This is an optimization exercise on Yosys and OpenROAD, whose aim is small area, a short achievable clock period and few clock cycles, not a production implementation. In this exercise RTL edits were held to simulation tests only and were not proved equivalent to the original.

`design/flow/design.v`:
```
module pe #(
    parameter int DATA_WIDTH = 8
)(
    input  logic clk,
    input  logic rst,
    input  logic signed [DATA_WIDTH-1:0] w,    
    input  logic signed [DATA_WIDTH-1:0] x,    
    output logic signed [2*DATA_WIDTH-1:0] y     
);
    logic signed [2*DATA_WIDTH-1:0] mult_result;
    always_ff @(posedge clk or posedge rst) begin
        if (rst) begin
            mult_result <= '0;
        end else begin
            mult_result <= w * x;
        end
    end
    assign y = mult_result;   
endmodule
module scale_calculator (
    input clk,
    input reset_n,
    input [31:0] max_abs,
    input start,
    output reg [31:0] reciprocal_scale,
    output reg ready
);
localparam DIVIDEND = 32'd2130706432;   
localparam MAX_CYCLES = 32;
reg [5:0] cycle_count;
reg [63:0] rem_quot;    
reg [31:0] divisor;
reg active;
always @(posedge clk or negedge reset_n) begin
    if (!reset_n) begin
        ready <= 0;
        reciprocal_scale <= 0;
        cycle_count <= 0;
        active <= 0;
        rem_quot <= 0;
        divisor <= 0;
    end else begin
        if (start && !active) begin
            if (max_abs == 0) begin
                reciprocal_scale <= 0;
                ready <= 1;
            end else begin
                divisor <= max_abs;
                rem_quot <= {32'b0, DIVIDEND};
                cycle_count <= 0;
                active <= 1;
                ready <= 0;
            end
        end else if (active) begin
            logic [63:0] next_rem_quot;
            next_rem_quot = rem_quot << 1;
            if (next_rem_quot[63:32] >= divisor) begin
                next_rem_quot[63:32] = next_rem_quot[63:32] - divisor;
                next_rem_quot[0] = 1'b1;   
            end
            rem_quot <= next_rem_quot;
            if (cycle_count == MAX_CYCLES-1) begin
                reciprocal_scale <= next_rem_quot[31:0];
                ready <= 1;
                active <= 0;
            end else begin
                cycle_count <= cycle_count + 1;
            end
        end else begin
            ready <= 0;
        end
    end
end
endmodule
module quantizer_pipeline (
    input clk,
    input reset_n,
    input signed [31:0] int32_value,
    input [31:0] reciprocal_scale,  
    input valid_in,
    output reg signed [7:0] int8_value,
    output reg valid_out
);
    reg signed [31:0] stage1_value;
    reg [31:0] stage1_scale;
    reg stage1_valid;
    always_ff @(posedge clk or negedge reset_n) begin
        if (!reset_n) begin
            stage1_valid <= 0;
        end else begin
            stage1_value <= int32_value;
            stage1_scale <= reciprocal_scale;
            stage1_valid <= valid_in;
        end
    end
    logic signed [63:0] stage2_product;
    logic stage2_valid;
    reg signed [63:0] mult_pipe [0:3];
    reg [3:0] valid_pipe;
    always_ff @(posedge clk or negedge reset_n) begin
        if(!reset_n) begin
             valid_pipe <= 0;
             mult_pipe[0] <= 0;
             mult_pipe[1] <= 0; 
             mult_pipe[2] <= 0; 
             mult_pipe[3] <= 0;
        end else begin
             valid_pipe <= {valid_pipe[2:0], stage1_valid};
             mult_pipe[0] <= $signed(stage1_value) * $signed({1'b0, stage1_scale});
             mult_pipe[1] <= mult_pipe[0];
             mult_pipe[2] <= mult_pipe[1];
             mult_pipe[3] <= mult_pipe[2];
        end
    end
    assign stage2_product = mult_pipe[3];
    assign stage2_valid = valid_pipe[3];
    reg signed [63:0] stage3_rounded;
    reg stage3_valid;
    always_ff @(posedge clk or negedge reset_n) begin
        if (!reset_n) begin
            stage3_valid <= 0;
        end else begin
            stage3_rounded <= (stage2_product + (1 << 23)) >>> 24;
            stage3_valid <= stage2_valid;
        end
    end
    always_ff @(posedge clk or negedge reset_n) begin
        if (!reset_n) begin
            int8_value <= 0;
            valid_out <= 0;
        end else begin
            valid_out <= stage3_valid;
            if (stage3_valid) begin
                if (stage3_rounded > 127)
                    int8_value <= 127;
                else if (stage3_rounded <= -128)
                    int8_value <= -128;
                else
                    int8_value <= $signed(stage3_rounded[7:0]);
            end
        end
    end
endmodule
module gemv_ram #(
    parameter int DEPTH = 64
) (
    output logic [31:0] dout,
    input  logic        clk,
    input  logic        wre,
    input  logic [9:0]  wad,
    input  logic [31:0] di,
    input  logic [9:0]  rad
);
    localparam int AW = $clog2(DEPTH);
    logic [31:0] mem [0:DEPTH-1];
    always_ff @(posedge clk) begin
        dout <= mem[rad[AW-1:0]];
    end
    always_ff @(posedge clk) begin
        if (wre)
            mem[wad[AW-1:0]] <= di;
    end
endmodule
module gemv_unit_core #(
    parameter DATA_WIDTH = 8,
    parameter MAX_ROWS = 784,
    parameter MAX_COLUMNS = 784,
    parameter TILE_SIZE = 32
) (
    input logic clk,
    input logic rst,
    input logic start,
    output logic w_ready,
    input logic w_valid,
    input logic [TILE_SIZE-1:0][DATA_WIDTH-1:0] w_tile_row_in,
    input logic x_tile_valid,
    input logic [TILE_SIZE-1:0][DATA_WIDTH-1:0] x_tile_in,
    output logic x_tile_ready,
    input logic [9:0] x_tile_idx,
    input logic bias_tile_valid,
    input logic [TILE_SIZE-1:0][DATA_WIDTH-1:0] bias_tile_in,
    output logic bias_tile_ready,
    input logic [9:0] bias_tile_idx,
    output logic y_tile_valid,
    output logic [TILE_SIZE-1:0][DATA_WIDTH-1:0] y_tile_out,
    input logic y_tile_ready,
    output logic [9:0] y_tile_idx,
    input logic [9:0] rows,
    input logic [9:0] cols,
    output logic tile_done,
    output logic done
);
    enum int unsigned {
        IDLE            = 0,
        LOAD_X          = 1,
        STORE_X         = 2,
        LOAD_BIAS       = 3,
        STORE_BIAS      = 4,      
        LOAD_X_TILE     = 6,      
        WAIT_TILE       = 7,
        WAIT_PE         = 8,
        READ_ACCUM      = 17,     
        ACCUMULATE      = 9,
        READ_ACCUM_2    = 18,     
        ACCUMULATE_2    = 10,
        WAIT_NEXT       = 11,
        READ_MAX        = 19,     
        FIND_MAX        = 12,
        COMPUTE_SCALE   = 13,
        READ_QUANTIZE   = 20,     
        QUANTIZE        = 14,
        READ_OUTPUT_Y   = 21,     
        SUM_PARTIAL     = 22,     
        PREP_ACCUM      = 23,     
        PREP_MAX        = 24,     
        READ_X_TILE     = 25,     
        OUTPUT_Y        = 15,
        DONE_STATE      = 16
    } state, next_state;
    localparam ROW_IDX_WIDTH  = $clog2(MAX_ROWS);
    localparam COL_IDX_WIDTH  = $clog2(MAX_COLUMNS);
    localparam TILE_IDX_WIDTH = $clog2(MAX_COLUMNS/TILE_SIZE + 1);
    logic [ROW_IDX_WIDTH-1:0] row_idx;
    logic [TILE_IDX_WIDTH-1:0] tile_idx;
    logic signed [DATA_WIDTH-1:0] w_latched [0:TILE_SIZE-1];
    logic signed [DATA_WIDTH-1:0] x_in [0:TILE_SIZE-1];
    logic signed [2*DATA_WIDTH-1:0] pe_out [0:TILE_SIZE-1];
    logic last_in_row;
    logic row_overflow;
    logic [COL_IDX_WIDTH-1:0] col_start;
    logic [COL_IDX_WIDTH-1:0] num_current_row;
    logic signed [4*DATA_WIDTH-1:0] sum_current_row;
    logic signed [4*DATA_WIDTH-1:0] sum_next_row;
    logic [COL_IDX_WIDTH-1:0] num_current_row_reg;
    logic last_in_row_reg;
    logic row_overflow_reg;
    logic signed [4*DATA_WIDTH-1:0] sum_current_row_reg;
    logic signed [4*DATA_WIDTH-1:0] sum_next_row_reg;
    logic signed [4*DATA_WIDTH-1:0] partial_sum_reg [0:TILE_SIZE/2-1];
    logic signed [4*DATA_WIDTH-1:0] accum_result_reg;
    logic signed [4*DATA_WIDTH-1:0] current_abs_reg;
    logic signed [4*DATA_WIDTH-1:0] reciprocal_scale;
    logic scale_ready;
    logic signed [4*DATA_WIDTH-1:0] max_abs_reg;
    logic signed [4*DATA_WIDTH-1:0] current_abs;
    logic [ROW_IDX_WIDTH-1:0] max_idx;
    logic signed [4*DATA_WIDTH-1:0] int32_value;
    logic signed [DATA_WIDTH-1:0] int8_value;
    logic [ROW_IDX_WIDTH-1:0] quant_in_idx, quant_out_idx;
    logic quant_valid_in, quant_valid_out;
    logic [ROW_IDX_WIDTH-1:0] output_y_idx;
    logic [31:0] res_dout, res_din;
    logic [ROW_IDX_WIDTH-1:0] res_rad, res_wad;
    logic res_wre;
    logic signed [DATA_WIDTH-1:0] x_current_tile [0:TILE_SIZE-1];
    logic [31:0] x_mem_dout, x_mem_din;
    logic [9:0] x_mem_wad, x_mem_rad;
    logic x_mem_wre;
    logic signed [DATA_WIDTH-1:0] x_latched [0:TILE_SIZE-1];
    logic [9:0] x_store_idx;       
    logic [0:0] x_store_elem;      
    logic [0:0] x_load_elem;       
    logic signed [DATA_WIDTH-1:0] bias_latched [0:TILE_SIZE-1];
    logic [ROW_IDX_WIDTH-1:0] bias_store_idx;    
    logic [2:0] bias_store_elem;                  
    logic [9:0] x_load_tile_count;
    logic [9:0] bias_load_tile_count;
    logic [9:0] total_x_tiles;
    logic [9:0] total_bias_tiles;
    logic [9:0] y_output_tile_count;
    logic [9:0] total_y_tiles;
    logic [2:0] y_elem_idx;
    localparam COL_START_WIDTH = TILE_IDX_WIDTH + $clog2(TILE_SIZE);
    logic [COL_START_WIDTH-1:0] col_start_full;
    assign col_start_full = tile_idx * TILE_SIZE;
    assign col_start = col_start_full[COL_IDX_WIDTH-1:0];
    assign num_current_row = (col_start < cols[COL_IDX_WIDTH-1:0]) ? 
                           ((int'(col_start) + TILE_SIZE <= cols[COL_IDX_WIDTH-1:0]) ? TILE_SIZE[9:0] : cols[COL_IDX_WIDTH-1:0] - col_start) : 
                           0; 
    always_comb begin
        for (int i = 0; i < TILE_SIZE; i++) begin
            x_in[i] = x_current_tile[i];
        end
    end
    always_comb begin
        sum_current_row = '0;
        sum_next_row = '0;   
        for (int j = 0; j < TILE_SIZE; j++) begin
            logic signed [4*DATA_WIDTH-1:0] extended_out;
            extended_out = {{(2*DATA_WIDTH){pe_out[j][2*DATA_WIDTH-1]}}, pe_out[j]};
            sum_current_row += extended_out;
        end
    end
    assign last_in_row = (int'(col_start) + TILE_SIZE >= cols[COL_IDX_WIDTH-1:0]);
    assign row_overflow = (col_start < cols[COL_IDX_WIDTH-1:0]) && (int'(col_start) + TILE_SIZE > cols[COL_IDX_WIDTH-1:0]);
    assign current_abs = ($signed(res_dout) >= 0) ? $signed(res_dout) : -$signed(res_dout);
    gemv_ram #(.DEPTH(32)) x_mem (
        .dout(x_mem_dout),
        .clk(clk),
        .wre(x_mem_wre),
        .wad(x_mem_wad),
        .di(x_mem_din),
        .rad(x_mem_rad)
    );
    gemv_ram #(.DEPTH(64)) res_mem (
        .dout(res_dout),
        .clk(clk),
        .wre(res_wre),
        .wad(res_wad),
        .di(res_din),
        .rad(res_rad)
    );
    always_comb begin
        x_mem_wre = 0;
        x_mem_wad = 0;
        x_mem_din = 0;
        x_mem_rad = 0;
        case(state)
            STORE_X: begin
                x_mem_wad = x_store_idx;
                x_mem_wre = 1;
                if (x_store_elem == 0)
                    x_mem_din = {x_latched[3], x_latched[2], x_latched[1], x_latched[0]};
                else
                    x_mem_din = {x_latched[7], x_latched[6], x_latched[5], x_latched[4]};
            end
            READ_X_TILE: begin
                x_mem_rad = {2'b0, tile_idx, 1'b0} + {9'b0, x_load_elem};
            end
            LOAD_X_TILE: begin
                x_mem_rad = {2'b0, tile_idx, 1'b0} + {9'b0, x_load_elem} + 10'd1;
            end
            PREP_ACCUM: begin
                if (last_in_row_reg)
                    x_mem_rad = 10'd0;   
                else
                    x_mem_rad = {2'b0, tile_idx + 1'b1, 1'b0};   
            end
            ACCUMULATE: begin
                if (last_in_row_reg)
                    x_mem_rad = 10'd1;   
                else
                    x_mem_rad = {2'b0, tile_idx + 1'b1, 1'b0} + 10'd1;   
            end
            default: ;
        endcase
    end
    always_comb begin
        res_wre = 0;
        res_wad = 0;
        res_din = 0;
        res_rad = 0;
        case(state)
            STORE_BIAS: begin
                res_wad = bias_store_idx;
                res_wre = 1;
                res_din = {{(3*DATA_WIDTH){bias_latched[bias_store_elem][DATA_WIDTH-1]}}, bias_latched[bias_store_elem]};
            end
            READ_ACCUM: begin
                res_rad = row_idx;           
            end
            ACCUMULATE: begin
                res_wad = row_idx;
                res_wre = 1;
                res_din = accum_result_reg;
            end
            READ_ACCUM_2: begin
                res_rad = row_idx + 1;       
            end
            ACCUMULATE_2: begin
                res_wad = row_idx + 1;
                res_wre = 1;
                res_din = $signed(res_dout) + sum_next_row_reg;
            end
            READ_MAX: begin
                res_rad = max_idx;           
            end
            READ_QUANTIZE: begin
                res_rad = quant_in_idx;      
            end
            QUANTIZE: begin
                res_rad = quant_in_idx + 1;
                if (quant_valid_out) begin
                    res_wre = 1;
                    res_wad = quant_out_idx;
                    res_din = {{(3*DATA_WIDTH){int8_value[DATA_WIDTH-1]}}, int8_value};
                end
            end
            READ_OUTPUT_Y: begin
                res_rad = output_y_idx;      
            end
            OUTPUT_Y: begin
                if (y_tile_ready || !y_tile_valid)
                    res_rad = output_y_idx + 1;  
                else
                    res_rad = output_y_idx;      
            end
            default: ;
        endcase
    end
    always_comb begin : next_state_logic
        next_state = IDLE;
        case (state)
            IDLE: next_state = start ? LOAD_X : IDLE;
            LOAD_X: next_state = x_tile_valid ? STORE_X : LOAD_X;
            STORE_X: begin
                if (x_store_elem == 1) begin   
                    if (x_load_tile_count + 1 >= total_x_tiles)
                        next_state = LOAD_BIAS;
                    else
                        next_state = LOAD_X;
                end else
                    next_state = STORE_X;
            end
            LOAD_BIAS: next_state = bias_tile_valid ? STORE_BIAS : LOAD_BIAS;
            STORE_BIAS: begin
                if (bias_store_elem == TILE_SIZE - 1) begin
                    if (bias_load_tile_count + 1 >= total_bias_tiles)
                        next_state = READ_X_TILE;    
                    else
                        next_state = LOAD_BIAS;
                end else
                    next_state = STORE_BIAS;
            end
            LOAD_X_TILE: begin
                next_state = (x_load_elem == 1) ? WAIT_TILE : LOAD_X_TILE;   
            end
            WAIT_TILE:    next_state = w_valid ? WAIT_PE : WAIT_TILE;
            WAIT_PE:      next_state = SUM_PARTIAL;     
            SUM_PARTIAL:  next_state = READ_ACCUM;      
            READ_ACCUM:   next_state = PREP_ACCUM;      
            PREP_ACCUM:   next_state = ACCUMULATE;
            ACCUMULATE:   next_state = row_overflow_reg ? READ_ACCUM_2 : WAIT_NEXT;
            READ_ACCUM_2: next_state = ACCUMULATE_2;
            ACCUMULATE_2: next_state = WAIT_NEXT;
            WAIT_NEXT: begin
                if (last_in_row_reg) begin
                    if (row_idx < rows[ROW_IDX_WIDTH-1:0] - 1)
                        next_state = WAIT_TILE;         
                    else
                        next_state = READ_MAX;          
                end else
                    next_state = WAIT_TILE;             
            end
            READ_X_TILE: next_state = LOAD_X_TILE;
            READ_MAX:   next_state = PREP_MAX;
            PREP_MAX:   next_state = FIND_MAX;
            FIND_MAX:   next_state = int'(max_idx) < int'(rows) - 1 ? READ_MAX : COMPUTE_SCALE;
            COMPUTE_SCALE: next_state = scale_ready ? READ_QUANTIZE : COMPUTE_SCALE;
            READ_QUANTIZE: next_state = QUANTIZE;
            QUANTIZE: next_state = quant_valid_out ? (quant_out_idx < rows[ROW_IDX_WIDTH-1:0] - 1 ? QUANTIZE : READ_OUTPUT_Y) : QUANTIZE;
            READ_OUTPUT_Y: next_state = OUTPUT_Y;
            OUTPUT_Y: next_state = (y_output_tile_count >= total_y_tiles && y_tile_ready) ? DONE_STATE : OUTPUT_Y;
            DONE_STATE: next_state = IDLE;
            default: next_state = IDLE;
        endcase
    end
    always_ff@(posedge clk or posedge rst) begin
        if(rst) state <= IDLE;
        else begin
            state <= next_state;
        end
    end
    always_ff @(posedge clk or posedge rst) begin
        if (rst) begin
            w_ready <= 0;
            tile_done <= 0;
            done <= 0;
            row_idx <= 0;
            tile_idx <= 0;
            max_idx <= 0;
            max_abs_reg <= 0;
            quant_in_idx <= 0;
            quant_out_idx <= 0;
            output_y_idx <= 0;
            x_tile_ready <= 0;
            bias_tile_ready <= 0;
            y_tile_valid <= 0;
            y_tile_idx <= 0;
            x_load_tile_count <= 0;
            bias_load_tile_count <= 0;
            y_output_tile_count <= 0;
            total_x_tiles <= 0;
            total_bias_tiles <= 0;
            total_y_tiles <= 0;
            y_elem_idx <= 0;
            quant_valid_in <= 0;
            int32_value <= 0;
            x_store_idx <= 0;
            x_store_elem <= 0;
            x_load_elem <= 0;
            bias_store_idx <= 0;
            bias_store_elem <= 0;
            for (int i = 0; i < TILE_SIZE; i++) begin
                x_current_tile[i] <= 0;
                w_latched[i] <= 0;
                y_tile_out[i] <= 0;
                x_latched[i] <= 0;
                bias_latched[i] <= 0;
            end
            num_current_row_reg <= 0;
            last_in_row_reg <= 0;
            row_overflow_reg <= 0;
            sum_current_row_reg <= 0;
            sum_next_row_reg <= 0;
            for (int p = 0; p < TILE_SIZE/2; p++)
                partial_sum_reg[p] <= '0;
            accum_result_reg <= '0;
            current_abs_reg  <= '0;
        end else begin
            case (state)
                IDLE: begin
                    w_ready <= 0;
                    tile_done <= 0;
                    done <= 0;
                    row_idx <= 0;
                    if (start) begin
                        total_x_tiles <= (cols + TILE_SIZE - 1) / TILE_SIZE;
                        total_bias_tiles <= (rows + TILE_SIZE - 1) / TILE_SIZE;
                        total_y_tiles <= (rows + TILE_SIZE - 1) / TILE_SIZE;
                        x_load_tile_count <= 0;
                        bias_load_tile_count <= 0;
                        y_output_tile_count <= 0;
                        x_store_idx <= 0;
                        x_store_elem <= 0;
                        bias_store_idx <= 0;
                        bias_store_elem <= 0;
                        x_tile_ready <= 1;
                        output_y_idx <= 0;
                        y_elem_idx <= 0;
                        quant_in_idx <= 0;
                        quant_out_idx <= 0;
                    end
                end
                LOAD_X: begin
                    x_tile_ready <= 1;
                    if (x_tile_valid) begin
                        for (int i = 0; i < TILE_SIZE; i++)
                            x_latched[i] <= x_tile_in[i];
                        x_store_elem <= 0;
                        x_tile_ready <= 0;  
                    end
                end
                STORE_X: begin
                    x_store_idx <= x_store_idx + 1;
                    x_store_elem <= x_store_elem + 1;
                    if (x_store_elem == 1) begin   
                        x_load_tile_count <= x_load_tile_count + 1;
                        if (x_load_tile_count + 1 >= total_x_tiles) begin
                            x_tile_ready <= 0;
                            bias_tile_ready <= 1;
                        end else begin
                            x_tile_ready <= 1;  
                        end
                    end
                end
                LOAD_BIAS: begin
                    bias_tile_ready <= 1;
                    if (bias_tile_valid) begin
                        for (int i = 0; i < TILE_SIZE; i++)
                            bias_latched[i] <= bias_tile_in[i];
                        bias_store_elem <= 0;
                        bias_tile_ready <= 0;  
                    end
                end
                STORE_BIAS: begin
                    bias_store_idx <= bias_store_idx + 1;
                    bias_store_elem <= bias_store_elem + 1;
                    if (bias_store_elem == TILE_SIZE - 1) begin
                        bias_load_tile_count <= bias_load_tile_count + 1;
                        if (bias_load_tile_count + 1 >= total_bias_tiles) begin
                            bias_tile_ready <= 0;
                            row_idx <= 0;
                            tile_idx <= '0;
                            max_idx <= '0;
                            max_abs_reg <= '0;
                        end else begin
                            bias_tile_ready <= 1;  
                        end
                    end
                end
                LOAD_X_TILE: begin
                    if (x_load_elem == 0) begin
                        x_current_tile[0] <= (10'd0 < num_current_row) ? x_mem_dout[0*8 +: 8] : '0;
                        x_current_tile[1] <= (10'd1 < num_current_row) ? x_mem_dout[1*8 +: 8] : '0;
                        x_current_tile[2] <= (10'd2 < num_current_row) ? x_mem_dout[2*8 +: 8] : '0;
                        x_current_tile[3] <= (10'd3 < num_current_row) ? x_mem_dout[3*8 +: 8] : '0;
                    end else begin
                        x_current_tile[4] <= (10'd4 < num_current_row) ? x_mem_dout[0*8 +: 8] : '0;
                        x_current_tile[5] <= (10'd5 < num_current_row) ? x_mem_dout[1*8 +: 8] : '0;
                        x_current_tile[6] <= (10'd6 < num_current_row) ? x_mem_dout[2*8 +: 8] : '0;
                        x_current_tile[7] <= (10'd7 < num_current_row) ? x_mem_dout[3*8 +: 8] : '0;
                    end
                    x_load_elem <= x_load_elem + 1;
                    if (x_load_elem == 1) begin   
                        x_load_elem <= 0;
                    end
                end
                WAIT_TILE: begin
                    w_ready <= 1;
                    tile_done <= 0;
                    num_current_row_reg <= num_current_row;
                    last_in_row_reg     <= last_in_row;
                    row_overflow_reg    <= row_overflow;
                    if (w_valid) begin
                        for (int i = 0; i < TILE_SIZE; i++) w_latched[i] <= w_tile_row_in[i];
                        w_ready <= 0;
                    end
                end
                WAIT_PE: begin
                    tile_done <= 0;
                end
                SUM_PARTIAL: begin
                    for (int p = 0; p < TILE_SIZE/2; p++) begin
                        partial_sum_reg[p] <=
                            {{(2*DATA_WIDTH){pe_out[2*p][2*DATA_WIDTH-1]}}, pe_out[2*p]}
                          + {{(2*DATA_WIDTH){pe_out[2*p+1][2*DATA_WIDTH-1]}}, pe_out[2*p+1]};
                    end
                end
                READ_ACCUM: begin
                    sum_current_row_reg <= partial_sum_reg[0] + partial_sum_reg[1]
                                        + partial_sum_reg[2] + partial_sum_reg[3];
                    sum_next_row_reg    <= '0;   
                end
                PREP_ACCUM: begin
                    accum_result_reg <= $signed(res_dout) + sum_current_row_reg;
                end
                ACCUMULATE: begin
                    tile_done <= !row_overflow_reg;
                    x_current_tile[0] <= x_mem_dout[0*8 +: 8];
                    x_current_tile[1] <= x_mem_dout[1*8 +: 8];
                    x_current_tile[2] <= x_mem_dout[2*8 +: 8];
                    x_current_tile[3] <= x_mem_dout[3*8 +: 8];
                end
                READ_ACCUM_2: begin
                    x_current_tile[4] <= x_mem_dout[0*8 +: 8];
                    x_current_tile[5] <= x_mem_dout[1*8 +: 8];
                    x_current_tile[6] <= x_mem_dout[2*8 +: 8];
                    x_current_tile[7] <= x_mem_dout[3*8 +: 8];
                end
                ACCUMULATE_2: begin
                    tile_done <= 1;
                end
                WAIT_NEXT: begin
                    tile_done <= 0;
                    if (last_in_row_reg) begin
                        tile_idx <= '0;
                        if (row_idx < rows[ROW_IDX_WIDTH-1:0] - 1) row_idx <= row_idx + 1;
                    end else begin
                        tile_idx <= tile_idx + 1;
                    end
                    if (!row_overflow_reg) begin
                        x_current_tile[4] <= x_mem_dout[0*8 +: 8];
                        x_current_tile[5] <= x_mem_dout[1*8 +: 8];
                        x_current_tile[6] <= x_mem_dout[2*8 +: 8];
                        x_current_tile[7] <= x_mem_dout[3*8 +: 8];
                    end
                end
                PREP_MAX: begin
                    current_abs_reg <= current_abs;
                end
                FIND_MAX: begin
                    if (current_abs_reg > max_abs_reg) max_abs_reg <= current_abs_reg;
                    if (int'(max_idx) < int'(rows) - 1) max_idx <= max_idx + 1;
                    else if (max_abs_reg == 0 && current_abs_reg == 0) max_abs_reg <= 1;
                end
                COMPUTE_SCALE: begin
                    if (scale_ready) begin
                        quant_in_idx <= 0;
                        quant_out_idx <= 0;
                    end
                end
                QUANTIZE: begin
                    quant_valid_in <= 0;
                    if (int'(quant_in_idx) < MAX_ROWS) begin
                        int32_value <= res_dout;
                        quant_in_idx <= quant_in_idx + 1;
                        quant_valid_in <= (quant_in_idx < rows[ROW_IDX_WIDTH-1:0]);
                    end
                    if (quant_valid_out) begin
                        if (int'(quant_out_idx) < MAX_ROWS) quant_out_idx <= quant_out_idx + 1;
                    end
                end
                OUTPUT_Y: begin
                    if (y_tile_ready || !y_tile_valid) begin
                        y_tile_out[y_elem_idx] <= res_dout[DATA_WIDTH-1:0];
                        output_y_idx <= output_y_idx + 1;
                        y_elem_idx <= y_elem_idx + 1;
                        if (y_elem_idx == TILE_SIZE - 1) begin
                            y_tile_valid <= 1;
                            y_tile_idx <= y_output_tile_count;
                            y_output_tile_count <= y_output_tile_count + 1;
                            y_elem_idx <= 0;
                        end
                    end
                    if (y_tile_ready && y_tile_valid) begin
                        y_tile_valid <= 0;
                    end
                end
                DONE_STATE: begin
                    done <= 1;
                    y_tile_valid <= 0;
                end
                default: ;
            endcase
        end
    end
    generate
        for (genvar i = 0; i < TILE_SIZE; i++) begin : pe_array
            pe #(.DATA_WIDTH(DATA_WIDTH)) pe_inst (.clk(clk), .rst(rst), .w(w_latched[i]), .x(x_in[i]), .y(pe_out[i]));
        end
    endgenerate
    scale_calculator scale_inst (.clk(clk), .reset_n(~rst), .max_abs(max_abs_reg), .start(state == COMPUTE_SCALE), .reciprocal_scale(reciprocal_scale), .ready(scale_ready));
    quantizer_pipeline quantize_inst (.clk(clk), .reset_n(~rst), .int32_value(int32_value), .reciprocal_scale(reciprocal_scale), .valid_in(quant_valid_in), .int8_value(int8_value), .valid_out(quant_valid_out));
endmodule
module gemv_top (
    input  logic        clk,
    input  logic        rst,
    input  logic        start,
    input  logic [9:0]  rows,
    input  logic [9:0]  cols,
    input  logic        x_tile_valid,
    input  logic [63:0] x_tile_in,
    output logic        x_tile_ready,
    input  logic        bias_tile_valid,
    input  logic [63:0] bias_tile_in,
    output logic        bias_tile_ready,
    input  logic        w_valid,
    input  logic [63:0] w_tile_row_in,
    output logic        w_ready,
    output logic        y_tile_valid,
    output logic [63:0] y_tile_out,
    output logic [9:0]  y_tile_idx,
    input  logic        y_tile_ready,
    output logic        tile_done,
    output logic        done
);
    gemv_unit_core #(
        .DATA_WIDTH(8),
        .MAX_ROWS(784),
        .MAX_COLUMNS(784),
        .TILE_SIZE(8)
    ) core (
        .clk(clk),
        .rst(rst),
        .start(start),
        .w_ready(w_ready),
        .w_valid(w_valid),
        .w_tile_row_in(w_tile_row_in),
        .x_tile_valid(x_tile_valid),
        .x_tile_in(x_tile_in),
        .x_tile_ready(x_tile_ready),
        .x_tile_idx(10'd0),
        .bias_tile_valid(bias_tile_valid),
        .bias_tile_in(bias_tile_in),
        .bias_tile_ready(bias_tile_ready),
        .bias_tile_idx(10'd0),
        .y_tile_valid(y_tile_valid),
        .y_tile_out(y_tile_out),
        .y_tile_ready(y_tile_ready),
        .y_tile_idx(y_tile_idx),
        .rows(rows),
        .cols(cols),
        .tile_done(tile_done),
        .done(done)
    );
endmodule
```
`design/flow/run.sh`:
```
#!/bin/bash
# synth_recipe.tcl (not shown) runs the flow's synth.tcl, then flattens the netlist and writes it again
# the make line also repeats each setting of config.mk as NAME=value (left out here)
make -C /OpenROAD-flow-scripts/flow DESIGN_CONFIG=/design/flow/config.mk WORK_HOME=/design/flow/orfs CLKGATE_MAP_FILE= SYNTH_SCRIPT=/design/flow/synth_recipe.tcl finish
```
`design/flow/constraint.sdc`:
```
create_clock -name core_clock -period 10.0 [get_ports {clk}]
set_input_delay 2.0000 -clock core_clock [delete_from_list [all_inputs] [get_ports {clk}]]
set_output_delay 2.0000 -clock core_clock [all_outputs]
set_load 0.01 [all_outputs]
```
`design/flow/config.mk`:
```
export PLATFORM = sky130hd
export DESIGN_NAME = gemv_top
export DESIGN_NICKNAME = gemv_top
export VERILOG_FILES = /design/flow/design.v
export SDC_FILE = /design/flow/constraint.sdc
export NUM_CORES = 4
export LEC_CHECK = 0
export CAP_MARGIN = 20
export CORE_MARGIN = 2
export CORE_UTILIZATION = 40
export SLEW_MARGIN = 20
```
==> impl_metrics.ini <==
[run_status]
outcome = finished clean

[global_route]
grt_max_degree = 175
grt_first_pass_wirelength_um = 1020000
grt_overflow_total = 0
antenna_found_initial = 79
grt_use_total = 0.231
grt_pass1_vias = 150868

[synthesis]
synthXorXnorAreaFrac = 0.0160
yosysMostFrequentCell = nand2_1
synth-simple-area-share = 0.134
ys_seq_area_frac = 0.537
ys_types = 95
synth_nets = 21934
synth_area_leader_cell = edfxtp_1
synth_mux_area_frac = 0.0283
synth-compound-area-share = 0.0784
synth_area_um2 = 233000
async_flop_share = 0.260
yosys_most_used_dff = edfxtp_1
syn_avg_cell_area_um2 = 11.9
syn-instance-count = 19528
synth_top_area_frac = 0.410
yosys-top-cells-count = 3196 x nand2_1, 3176 x edfxtp_1, 1630 x inv_1, 1378 x fa_1, 1228 x and2_1
synth_edf_count = 3176
synth-seq-cells = 4376
synth_top_family_by_area = adder cells
synthTopCellsByArea = edfxtp_1 41%, dfrtp_1 12%, fa_1 12%
yosys_warnings = 20
synthAdderAreaFrac = 0.162

[cells_and_area]
stdcell_count = 27887
nets = 22089
nFillCells = 52893
design_area_um2 = 262000
final_util = 0.451
final-seq-area_um2 = 125000
drive_gt1_frac = 0.0810
largest_reg_flops = 2048
area_growth_pct = 12.4
multi_input_area_um2 = 98900

[clock_network]
hold_buffers = 0
root_buffer = clkbuf_16
cts.sink_count = 4376
cts_buffer_depth = 4
htree_levels = 5
postCtsSetupBuffers = 0
path_clk_slew_ns = 0.07
post_cts_resized = 0
clock_latency_ns = 1.09
cts_tree = built
cts_made_buffers = 460

[floorplanning]
dieArea_um2 = 588000
fp-row-count = 280
ios = 299
dieWidth_um = 767
die_height_um = 767
start_util = 0.401
core_region_area_um2 = 581000

[route]
dr_total_vias = 153802
firstDrtPassIters = 9
viasPerCell = 5.52
drt_iter0_drc = 15507
postRouteAntennaNets = 0
drt-total-wl_um = 695000
routedWlPerCell_um = 24.9
drcViolationCount = 0

[worst_setup_path]
worstReg2RegStart = core.quantize_inst.stage1_value[24]
crit_path_max_fanout = 21
crit_start = core.quantize_inst.stage1_value[24]
crit_path_start_kind = register
worstSetupPathType = register to register
cp.arrival_ns = 9.72
required_ns = 10.88
critPathCaptureType = register

[placement]
dp_cells = 26972
io_buffers = 298
post_dp_cell_area_um2 = 246000
routabilityCongestion = 0.902
hpwlAfterDp_um = 457000
pre_cts_slack_ns = 0.937

[timing]
fmax_mhz = 113
slew_viol_final = 0
relSlewSlack = 0.178
final.setup.tns_ns = 0
rsz0062_at_grt = false
setup_violations = 0
hold_viol = 0
period_share = 0.884
setup_slack_ns = 1.16
fin_crit_ns = 8.84
whs_ns = 0.286
fin_skew_ns = 0.120
tightest_slew_ns = 1.22

[run]
maxCapViolCount = 0

[worst_hold_path]
min_from = core.quantize_inst.mult_pipe[2][45]
holdCritPathClass = register to register
-- worst paths after layout --
| check | endpoint | slack (ns) | cells after the start |
|---|---|---|---|
| max reg2reg | core.quantize_inst.mult_pipe[0][62] | 1.16 | 24 |
| min reg2reg | core.quantize_inst.mult_pipe[3][45] | 0.29 | 0 |
| max | core.quantize_inst.mult_pipe[0][62] | 1.16 | 24 |
| max in group asynchronous | core.x_latched[3][4] | 6.41 | 4 |
| min in group asynchronous | core.scale_inst.rem_quot[56] | 1.45 | 2 |
| min | core.quantize_inst.mult_pipe[3][45] | 0.29 | 0 |
-- worst max-delay path, cell delays in order, from the launching register on --
cell and delay (ns):
edfxtp_1 0.83, buf_4 0.48, nand2_1 0.14, fa_1 0.55, inv_1 0.06, fa_1 0.41, fa_1 0.48, fa_1 0.64
fa_1 0.46, fa_1 0.46, fa_1 0.49, inv_1 0.05, fa_1 0.47, inv_1 0.04, ha_1 0.39, nand4_1 0.18
nor2_1 0.19, nand3_1 0.26, nor2_1 0.15, o21ai_0 0.38, a31o_2 0.42, o21bai_1 0.47, a41oi_1 0.27, o21bai_1 0.21
xor2_1 0.15
-- area by class of cell --
class	instances	area share
Sequential cell	4376	0.478
Multi-Input combinational cell	12477	0.378
Clock buffer	617	0.0480
Tap cell	7755	0.0371
Timing Repair Buffer	736	0.0259
Inverter	1632	0.0234
Clock inverter	245	0.00972
Antenna cell	49	0.000468
-- logic make-up after synthesis --
kind of cell,after synthesis
AO/OA/AOI/OAI,2613
buffers and inverters,2675
adder cells (fa/ha/maj),2187
flip-flops,4376
AND/OR/NAND/NOR,6632
multiplexers,620
XOR/XNOR,425
-- metal layers --
layer	routed length (um)	vias to the layer above	global-route usage
li1	-	68229	-
met1	298000	78775	0.326
met2	315000	5634	0.360
met4	24600	24	0.0742
met5	167	-	0
met3	57600	1140	0.0441
-- layout by cell type (no fill, tap or decap), types with 49 or more instances in the layout --
master           netlist  final
clkbuf_1             751    116
clkinv_2               0     83
a21oi_1              267    266
clkdlybuf4s50_1        0    298
a31oi_1              206    206
o21ai_0              553    550
nor2b_1               71     71
inv_1               1630   1629
a21o_1               133    133
clkinv_1               2     71
nor4_1                91     71
buf_4                 11    395
a22o_1               160    160
o31ai_1               56     56
nand2b_1              99     99
nand2_1             3196   3181
ha_1                 809    809
a211oi_1             544    544
edfxtp_1            3176   3176
clkbuf_16              0    465
diode_2                0     49
a311oi_1             269    269
fa_1                1378   1378
nand4_1               95     95
o21a_1                57     57
nor2_1               493    368
mux2_2               214    214
nor3_1               100     96
and3_1               206    203
xor2_1               151    151
nor2_4                 1    121
and2_1              1228   1227
xnor2_1              274    274
nand3_1              920    916
mux2i_1              397    395
dfrtp_1             1136   1134
dfxtp_1               64     56
Testbench counts, summed over its fixed seeds: cycles 86,326.

==> separate check: timing with driven ports <==
The results above use ideal ports. As a check the final layout listed here was re-extracted and re-timed, cells and wires unchanged.
Step 1, drivers: a clkbuf_16 drives clk and a buf_2 each remaining input, both assumed.
Step 2, shift: input delay + t, output delay - t, t = (earliest + latest rising clock arrival at the registers) / 2. This alone moves slack from input paths to output paths.
Three values: no drivers, after step 1, after step 2; two values: the first two.
t, ns: 1.144
setup WS [ns]: 1.163 / 1.163 / 1.163
latest minus earliest clock arrival (ns): 0.139 / 0.139
worst slew at a driven data input, ns: 0.32
pins driven straight from the clock port: 1
After both steps this run still meets setup and hold. For this run, drivers alone change the setup slack by 0.000 ns; drivers and shift together by 0.000 ns.
